From an optimization exercise on the open Yosys and OpenROAD flow, aimed at small area; shortcuts taken in it are not production practice.
The RTL was checked by simulation tests, not by an equivalence proof against the original design.
The clock port is modelled as an ideal driver, which makes a skipped or thinned clock tree look cheaper than it is; a real chip needs a root buffer or a tree.
Power is estimated from default activity; no workload was simulated.

== job 1168 ==
==> flow/design.v <==
module vgaSync (clk, rst, hsync, vsync, video_on, pixel_x, pixel_y,
                x_step, y_step);
input         clk, rst;
output        hsync, vsync, video_on;
output  [9:0] pixel_x, pixel_y;
output        x_step;    
output        y_step;    
reg    [11:0] t;
reg     [9:0] v;
reg           h_sync, v_sync;
wire    [9:0] h = t[11:2];
wire          t_end = t[11] & t[10] & (&t[6:0]);    
wire          v_end = v[9] & v[3] & v[2];            
reg    [11:0] t_inc;
reg     [9:0] v_inc;
reg           c;
integer       i;
always @(*) begin
  c = 1'b1;
  for (i = 0; i < 12; i = i + 1) begin
    t_inc[i] = t[i] ^ c;
    c = t[i] & c;
  end
  c = t_end;
  for (i = 0; i < 10; i = i + 1) begin
    v_inc[i] = v[i] ^ c;
    c = v[i] & c;
  end
end
wire          v_clr = t_end & v_end;
always @(posedge clk) begin
  if (rst) begin
    t <= 12'd3;
    v <= 10'd0;
    h_sync <= 1'b0;
    v_sync <= 1'b0;
  end else begin
    t <= {t_inc[11:10] & {2{~t_end}}, t_inc[9:8], t_inc[7] & ~t_end, t_inc[6:0]};
    v <= {v_inc[9] & ~v_clr, v_inc[8:4], v_inc[3:2] & {2{~v_clr}}, v_inc[1], v_inc[0] & ~v_clr};
    h_sync <= h[9] & h[7] & (h[6] | h[5] | h[4]) & ~(h[6] & h[5] & h[4]);  
    v_sync <= v[9] & ~v[3] & ~v[2] & (v[1] ^ v[0]);                        
  end
end
assign hsync = h_sync;
assign vsync = v_sync;
assign video_on = ~(h[9] & (h[8] | h[7])) & ~(v[9] | (&v[8:5]));   
assign pixel_x = h;
assign pixel_y = v;
wire          h_odd_end = &t[2:0];
assign x_step = (h_odd_end & ~(h[9] & (h[8] | h[7]))) | (h[9] & h[7] & ~h[6] & ~(h[5] & h[4]));
assign y_step = (t_end & v[0] & ~(v[9] | (&v[8:5]))) |
                ((&v[8:5]) & ~(|v[4:0]) & h_odd_end & (~h[9] | ~(|h[8:5])));
endmodule
module pixelGeneration (clk, rst, switch, pixel_x, pixel_y, push,
                        x_step, y_step, video_on, rgb);
input               clk, rst, switch;
input       [9:  0] pixel_x, pixel_y;
input               x_step, y_step;
input               video_on;
input       [3:  0] push;
output      [2:  0] rgb;
localparam [16:0] R0 = 17'h00000;
localparam [16:0] R_LAST = 17'h0f4f8;
reg  [16:0] r;
reg  [2:0]  q;
reg         s;
wire        r_end = (r == R_LAST);
wire        ge_mid = switch ? q[2] : (|q);                                    
wire        ge_max = switch ? (&q & r_end) : (q[2] | q[1] | (q[0] & r_end));  
wire        slow_en = ~rst & ~s & ge_mid;
wire        r_clr = rst | ge_max | r_end;
wire        q_clr = rst | ge_max;
wire [2:0]  q_inc = {q[2] ^ (q[1] & q[0] & r_end), q[1] ^ (q[0] & r_end), q[0] ^ r_end};
always @(posedge clk) begin
  r <= {~(r[15:0] | {16{r_clr}}), (r[16] ^ r[13]) & ~r_clr};    
  q <= q_inc & {3{~q_clr}};
  s <= ~rst & ge_mid;
end
reg  [3:0]  push_q1;
reg         mv_y, mv_x, mv_dec;
wire [3:0]  d_next = push & push_q1;
always @(posedge clk) begin
  if (rst) begin
    push_q1 <= 4'd0;
    mv_y <= 1'b0;
    mv_x <= 1'b0;
    mv_dec <= 1'b0;
  end else if (slow_en) begin
    push_q1 <= push;
    mv_y <= d_next[0] | d_next[3];
    mv_x <= d_next[2] | d_next[1];
    mv_dec <= ~d_next[0] & (d_next[3] | d_next[2]);
  end
end
reg  [8:0]  rx, ry;
wire        move_y = slow_en & mv_y;
wire        move_x = slow_en & ~mv_y & mv_x;
wire [8:0]  kx = step_const(x_step, move_x, mv_dec);
wire [8:0]  ky = step_const(y_step, move_y, mv_dec);
function [8:0] step_const;
  input       step, mv, dec;
  begin
    case ({step, mv, dec})
      3'b100:  step_const = 9'd1;
      3'b101:  step_const = 9'd1;
      3'b011:  step_const = 9'd5;
      3'b010:  step_const = 9'd507;
      3'b111:  step_const = 9'd6;
      3'b110:  step_const = 9'd508;
      default: step_const = 9'd0;
    endcase
  end
endfunction
reg  [8:0]  rx_sum, ry_sum;
reg         cx, cy;
integer     i;
always @(*) begin
  cx = 1'b0;
  cy = 1'b0;
  for (i = 0; i < 9; i = i + 1) begin
    rx_sum[i] = rx[i] ^ kx[i] ^ cx;
    cx = (rx[i] & kx[i]) | ((rx[i] ^ kx[i]) & cx);
    ry_sum[i] = ry[i] ^ ky[i] ^ cy;
    cy = (ry[i] & ky[i]) | ((ry[i] ^ ky[i]) & cy);
  end
end
always @(posedge clk) begin
  if (rst) begin
    rx <= 9'd352;    
    ry <= 9'd402;    
  end else begin
    rx <= rx_sum;
    ry <= ry_sum;
  end
end
function le5;
  input [4:0] a, b;
  integer j;
  reg l;
  begin
    l = 1'b1;
    for (j = 0; j < 5; j = j + 1)
      l = (~a[j] & b[j]) | (~(a[j] ^ b[j]) & l);
    le5 = l;
  end
endfunction
wire        x_on = (rx[8:5] == 4'd0) & ~(rx[4] & (rx[3] | rx[2])) & ((|rx[4:0]) | pixel_x[0]) &
                   ((|pixel_x[9:6]) | le5(rx[4:0], pixel_x[5:1]));
wire        y_on = (ry[8:5] == 4'd0) & ~(ry[4] & (ry[3] | ry[2])) & ((|ry[4:0]) | pixel_y[0]) &
                   ((|pixel_y[9:6]) | le5(ry[4:0], pixel_y[5:1]));
wire        square_on = x_on & y_on;
assign rgb = {1'b0, video_on & square_on, video_on & ~square_on};
endmodule
module VGAanimatedObject (clk, rst, switch, push, hsync, vsync, rgb);
input         clk, rst;
input         switch;
input   [3:0] push;
output        hsync, vsync;
output  [2:0] rgb;
wire          video_on;
wire    [9:0] pixel_x, pixel_y;
wire          x_step, y_step;
vgaSync vgaSync(
  .clk(clk),
  .rst(rst),
  .hsync(hsync),
  .vsync(vsync),
  .video_on(video_on),
  .pixel_x(pixel_x),
  .pixel_y(pixel_y),
  .x_step(x_step),
  .y_step(y_step)
);
pixelGeneration pixelGeneration(
  .clk(clk),
  .rst(rst),
  .push(push),
  .switch(switch),
  .pixel_x(pixel_x),
  .pixel_y(pixel_y),
  .x_step(x_step),
  .y_step(y_step),
  .video_on(video_on),
  .rgb(rgb)
);
endmodule
Settings: LEC_CHECK=0, CAP_MARGIN=20, CORE_MARGIN=2, CORE_UTILIZATION=70, SLEW_MARGIN=20; clock period 10.0 ns.
standard.sh (not shown) runs the stock make flow with config.mk's settings and CLKGATE_MAP_FILE= SYNTH_SCRIPT=/design/flow/synth_recipe.tcl, a recipe that flattens the netlist after the stock synthesis.
==> flow/flow/run.sh <==
#!/bin/bash
# Layout flow: the standard ORFS flow (standard.sh) with three changes.
#  1. After the standard synthesis, the logic between the flip-flops is mapped
#     again by ABC for area (flow/resyn.tcl, three runs: flow/area*.abc);
#     the flip-flops stay as the
#     standard synthesis made them. flow/equiv.tcl proves each new netlist
#     equal to the standard one; the smallest proven one is used, else the
#     standard netlist is kept.
#  2. Ports are buffered with buf_1.
#  3. The clock tree is four clock buffers, one per quarter of the flip-flops,
#     made by flow/pre_cts.tcl in place of TritonCTS's H-tree.
# Each tool's output goes to a log file in this folder (ORFS's steps also log
# to orfs/logs/).
set -euo pipefail
here=$(pwd)
res=$here/orfs/results/$FLOW_PLATFORM/VGAanimatedObject/base
YOSYS=$(command -v yosys || echo "$FLOW_HOME/../tools/install/yosys/bin/yosys")
export RESYN_LIB=$FLOW_HOME/platforms/$FLOW_PLATFORM/lib/sky130_fd_sc_hd__tt_025C_1v80.lib
export RESYN_DONT_USE=$(awk '/^export DONT_USE_CELLS/{on=1} on{print; if ($0 !~ /\\$/) on=0}' \
  "$FLOW_HOME/platforms/$FLOW_PLATFORM/config.mk" | grep -o 'sky130_fd_sc_hd__[a-z0-9_]*' | tr '\n' ' ')
export MANUAL_CTS_GROUPS=4
export MANUAL_CTS_BUF=sky130_fd_sc_hd__clkbuf_8
export MANUAL_CTS_ROOT=

bash standard.sh synth > make_synth.log 2>&1
export RESYN_IN=$here/std_netlist.v
cp "$res/1_2_yosys.v" "$RESYN_IN"
# Three ABC runs from different starting points, side by side; the smallest
# netlist that is proven equal to the standard one is used.
best=""
best_area=""
for k in area area_s1 area_b; do
  (
    export RESYN_SCRIPT=$here/flow/$k.abc RESYN_OUT=$here/resyn_$k.v RESYN_STAT=$here/resyn_stat_$k.txt
    "$YOSYS" -c flow/resyn.tcl > yosys_resyn_$k.log 2>&1 &&
      "$YOSYS" -c flow/equiv.tcl > yosys_equiv_$k.log 2>&1 &&
      touch resyn_ok_$k
  ) &
done
wait
for k in area area_s1 area_b; do
  if [[ -f resyn_ok_$k ]]; then
    a=$(awk '/Chip area/ {print $NF}' resyn_stat_$k.txt)
    echo "$k: $a" >> resyn_choice.txt
    if [[ -z "$best" ]] || awk -v a="$a" -v b="$best_area" 'BEGIN {exit !(a < b)}'; then
      best=$k; best_area=$a
    fi
  else
    echo "$k: failed or not proven" >> resyn_choice.txt
  fi
done
if [[ -n "$best" ]]; then
  echo "using resyn_$best.v" >> resyn_choice.txt
  cp "$here/resyn_$best.v" "$res/1_2_yosys.v"
else
  echo "keeping the standard netlist" >> resyn_choice.txt
fi

bash standard.sh \
  "BUFFER_PORTS_ARGS=-buffer_cell sky130_fd_sc_hd__buf_1" \
  "PRE_CTS_TCL=$here/flow/pre_cts.tcl" \
  finish > make_finish.log 2>&1
==> flow/flow/area_b.abc <==
strash
balance
&get -n
&deepsyn -T 60
&put
amap
topo
==> flow/flow/area_s1.abc <==
strash
&get -n
&deepsyn -T 60 -S 1
&put
amap
topo
==> flow/flow/equiv.tcl <==
# Proves that the re-mapped netlist does what the standard synthesis netlist
# does: the flip-flops are the same and matched by name, so each flip-flop
# input and each output is proven equal as a function of flip-flop outputs
# and inputs. env: RESYN_LIB, RESYN_IN (gold), RESYN_OUT (gate)
yosys -import
read_liberty -ignore_miss_func $::env(RESYN_LIB)
read_verilog $::env(RESYN_IN)
yosys rename $::env(FLOW_TOP) gold
read_verilog $::env(RESYN_OUT)
yosys rename $::env(FLOW_TOP) gate
flatten gold gate
yosys rename -hide w:_*
opt_clean -purge
equiv_make gold gate equiv
hierarchy -top equiv
equiv_simple -seq 2
equiv_induct -seq 2
equiv_status -assert
==> flow/flow/resyn.tcl <==
# Area-driven re-mapping of the standard synthesis netlist's logic.
# The flip-flops are kept as they are (same cells, same names); every other
# cell is opened up into its liberty function and mapped again by ABC with an
# area script (the standard synthesis maps for speed).
# env: RESYN_LIB (liberty), RESYN_IN, RESYN_OUT, RESYN_SCRIPT, RESYN_DONT_USE
yosys -import
read_liberty -ignore_miss_func $::env(RESYN_LIB)
blackbox sky130_fd_sc_hd__dfxtp_1
read_verilog $::env(RESYN_IN)
hierarchy -top $::env(FLOW_TOP)
flatten
opt_clean -purge
set dont_use {}
foreach c $::env(RESYN_DONT_USE) { lappend dont_use -dont_use $c }
abc -script $::env(RESYN_SCRIPT) -liberty $::env(RESYN_LIB) {*}$dont_use
opt_clean -purge
splitnets
opt_clean -purge
hilomap -singleton -hicell sky130_fd_sc_hd__conb_1 HI -locell sky130_fd_sc_hd__conb_1 LO
insbuf -buf sky130_fd_sc_hd__buf_1 A X
yosys rename -hide w:_*
opt_clean -purge
tee -o $::env(RESYN_STAT) stat -liberty $::env(RESYN_LIB)
write_verilog -noattr -nohex -nodec $::env(RESYN_OUT)
Other scripts of this flow, unchanged in this note and not shown: flow/flow/area.abc, flow/flow/manual_cts.tcl, flow/flow/pre_cts.tcl
Job 1168 finished end to end and its layout was clean on timing, DRC and antenna.
Edits applied to the flow inputs when going from job 1168 to job 6529:
==> flow/flow/run.sh <==
#!/bin/bash
# Layout flow: the standard ORFS flow (standard.sh) with three changes.
#  1. After the standard synthesis, the logic between the flip-flops is mapped
#     again by ABC for area (flow/resyn.tcl); the flip-flops stay as the
#     standard synthesis made them. flow/equiv.tcl proves the new netlist
#     equal to the standard one, else the standard netlist is kept.
#  2. Ports are buffered with buf_1.
#  3. The clock tree is four clock buffers, one per quarter of the flip-flops,
#     made by flow/pre_cts.tcl in place of TritonCTS's H-tree.
# Each tool's output goes to a log file in this folder (ORFS's steps also log
# to orfs/logs/).
set -euo pipefail
here=$(pwd)
res=$here/orfs/results/$FLOW_PLATFORM/VGAanimatedObject/base
YOSYS=$(command -v yosys || echo "$FLOW_HOME/../tools/install/yosys/bin/yosys")
export RESYN_LIB=$FLOW_HOME/platforms/$FLOW_PLATFORM/lib/sky130_fd_sc_hd__tt_025C_1v80.lib
export RESYN_DONT_USE=$(awk '/^export DONT_USE_CELLS/{on=1} on{print; if ($0 !~ /\\$/) on=0}' \
  "$FLOW_HOME/platforms/$FLOW_PLATFORM/config.mk" | grep -o 'sky130_fd_sc_hd__[a-z0-9_]*' | tr '\n' ' ')
export RESYN_SCRIPT=$here/flow/area.abc
export RESYN_IN=$here/std_netlist.v
export RESYN_OUT=$here/resyn_netlist.v
export MANUAL_CTS_GROUPS=4
export MANUAL_CTS_BUF=sky130_fd_sc_hd__clkbuf_8
export MANUAL_CTS_ROOT=

bash standard.sh synth > make_synth.log 2>&1
cp "$res/1_2_yosys.v" "$RESYN_IN"
if "$YOSYS" -c flow/resyn.tcl > yosys_resyn.log 2>&1 &&
   "$YOSYS" -c flow/equiv.tcl > yosys_equiv.log 2>&1; then
  echo "using the re-mapped netlist" > resyn_choice.txt
  cp "$RESYN_OUT" "$res/1_2_yosys.v"
else
  echo "re-mapping failed or was not proven: keeping the standard netlist" > resyn_choice.txt
fi

bash standard.sh \
  "BUFFER_PORTS_ARGS=-buffer_cell sky130_fd_sc_hd__buf_1" \
  "PRE_CTS_TCL=$here/flow/pre_cts.tcl" \
  finish > make_finish.log 2>&1
diff --git a/flow/flow/resyn.tcl b/flow/flow/resyn.tcl
--- a/flow/flow/resyn.tcl
+++ b/flow/flow/resyn.tcl
@@ -23 +23 @@
-tee -o $::env(RESYN_STAT) stat -liberty $::env(RESYN_LIB)
+tee -o resyn_stat.txt stat -liberty $::env(RESYN_LIB)
removed: flow/flow/area_b.abc
removed: flow/flow/area_s1.abc
Results
The standard cells in job 6529 occupy more silicon area than those in job 1168 do.
Looking at job 1168 and job 6529, the horizontal die dimension is a wash.
Setup WNS job 1168 -> job 6529: better
Job 1168 and job 6529 ended up with roughly the same effective utilization at floorplan.
Changes observed in job 6529 relative to job 1168: synthesized cell count rose by about 0.56%; count of buffer and inverter cells on the critical path climbed 4.
Input-level comparison between job 9006 and job 6529:
- CORE_UTILIZATION changed from 70 to 60
Results
Against job 6529, job 9006 reports a number of vias after detailed routing that is lower. Between job 6529 and job 9006, the power does not differ in any meaningful way. Comparing synthesis-to-layout area growth for job 9006 and job 6529, the bigger number came from job 9006. Job 9006 ends up with lower wire length than job 6529 does.
The inputs of job 870 differ from those of job 9006 as listed below.
- CORE_UTILIZATION now 70, was 60
diff --git a/flow/flow/run.sh b/flow/flow/run.sh
--- a/flow/flow/run.sh
+++ b/flow/flow/run.sh
@@ -4,3 +4,5 @@
-#     again by ABC for area (flow/resyn.tcl); the flip-flops stay as the
-#     standard synthesis made them. flow/equiv.tcl proves the new netlist
-#     equal to the standard one, else the standard netlist is kept.
+#     again by ABC for area (flow/resyn.tcl, six runs: flow/area*.abc);
+#     the flip-flops stay as the
+#     standard synthesis made them. flow/equiv.tcl proves each new netlist
+#     equal to the standard one; the smallest proven one is used, else the
+#     standard netlist is kept.
@@ -19,3 +20,0 @@
-export RESYN_SCRIPT=$here/flow/area.abc
-export RESYN_IN=$here/std_netlist.v
-export RESYN_OUT=$here/resyn_netlist.v
@@ -26,0 +26 @@
+export RESYN_IN=$here/std_netlist.v
@@ -28,4 +28,27 @@
-if "$YOSYS" -c flow/resyn.tcl > yosys_resyn.log 2>&1 &&
-   "$YOSYS" -c flow/equiv.tcl > yosys_equiv.log 2>&1; then
-  echo "using the re-mapped netlist" > resyn_choice.txt
-  cp "$RESYN_OUT" "$res/1_2_yosys.v"
+# Six ABC runs from different starting points, side by side; the smallest
+# netlist that is proven equal to the standard one is used.
+best=""
+best_area=""
+for k in area area_s1 area_s2 area_s3 area_s4 area_b; do
+  (
+    export RESYN_SCRIPT=$here/flow/$k.abc RESYN_OUT=$here/resyn_$k.v RESYN_STAT=$here/resyn_stat_$k.txt
+    "$YOSYS" -c flow/resyn.tcl > yosys_resyn_$k.log 2>&1 &&
+      "$YOSYS" -c flow/equiv.tcl > yosys_equiv_$k.log 2>&1 &&
+      touch resyn_ok_$k
+  ) &
+done
+wait
+for k in area area_s1 area_s2 area_s3 area_s4 area_b; do
+  if [[ -f resyn_ok_$k ]]; then
+    a=$(awk '/Chip area/ {print $NF}' resyn_stat_$k.txt)
+    echo "$k: $a" >> resyn_choice.txt
+    if [[ -z "$best" ]] || awk -v a="$a" -v b="$best_area" 'BEGIN {exit !(a < b)}'; then
+      best=$k; best_area=$a
+    fi
+  else
+    echo "$k: failed or not proven" >> resyn_choice.txt
+  fi
+done
+if [[ -n "$best" ]]; then
+  echo "using resyn_$best.v" >> resyn_choice.txt
+  cp "$here/resyn_$best.v" "$res/1_2_yosys.v"
@@ -33 +56 @@
-  echo "re-mapping failed or was not proven: keeping the standard netlist" > resyn_choice.txt
+  echo "keeping the standard netlist" >> resyn_choice.txt
==> flow/flow/area_b.abc (new file) <==
strash
balance
&get -n
&deepsyn -T 60
&put
amap
topo
==> flow/flow/area_s1.abc (new file) <==
strash
&get -n
&deepsyn -T 60 -S 1
&put
amap
topo
==> flow/flow/area_s2.abc (new file) <==
strash
&get -n
&deepsyn -T 60 -S 2
&put
amap
topo
==> flow/flow/area_s3.abc (new file) <==
strash
&get -n
&deepsyn -T 60 -S 3
&put
amap
topo
==> flow/flow/area_s4.abc (new file) <==
strash
&get -n
&deepsyn -T 60 -S 4
&put
amap
topo
diff --git a/flow/flow/resyn.tcl b/flow/flow/resyn.tcl
--- a/flow/flow/resyn.tcl
+++ b/flow/flow/resyn.tcl
@@ -23 +23 @@
-tee -o resyn_stat.txt stat -liberty $::env(RESYN_LIB)
+tee -o $::env(RESYN_STAT) stat -liberty $::env(RESYN_LIB)
Sort job 9006 and job 870 by relative max-transition margin, ascending, and job 870 comes first. Job 870 vs. job 9006: hold path depth shows no meaningful change, number of nets produced by synthesis shows no meaningful change, design area shows a reduction of 0.45%, global placer's final weighted congestion shows a reduction of 0.014, clock period minus final worst setup slack shows an increase of 0.027 ns.
No run of this note takes its clock network from TritonCTS; it comes from the design's own scripts or RTL.

==> port drivers added, routing unchanged <==
No port has a modelled driver above. Below, the same layouts with a new extraction and two added sets of constraints.
Step 1, drivers: a clkbuf_16 drives clk and a buf_2 each remaining input, both assumed.
Step 2 moves the port delays by t, midway between the first and last clock arrival at a register: inputs arrive t later, outputs are due t later. That takes back most of the time a late clock gives input paths.
Slacks: no drivers / after step 1 / after step 2; pairs: no drivers / after step 1.
run	t (ns)	setup WS [ns]	hold slack, ns
job 1168	0.211	3.491 / 3.516 / 3.304	0.410 / 0.410 / 0.410
job 6529	0.212	3.841 / 3.877 / 3.665	0.408 / 0.408 / 0.408
job 9006	0.217	4.009 / 4.047 / 3.829	0.409 / 0.409 / 0.409
job 870	0.214	3.981 / 4.018 / 3.803	0.403 / 0.403 / 0.403
After both steps setup and hold are still met in every run listed. The setup slack of job 1168, which loses most, moves by +0.025 ns with the drivers and by -0.187 ns with both steps.
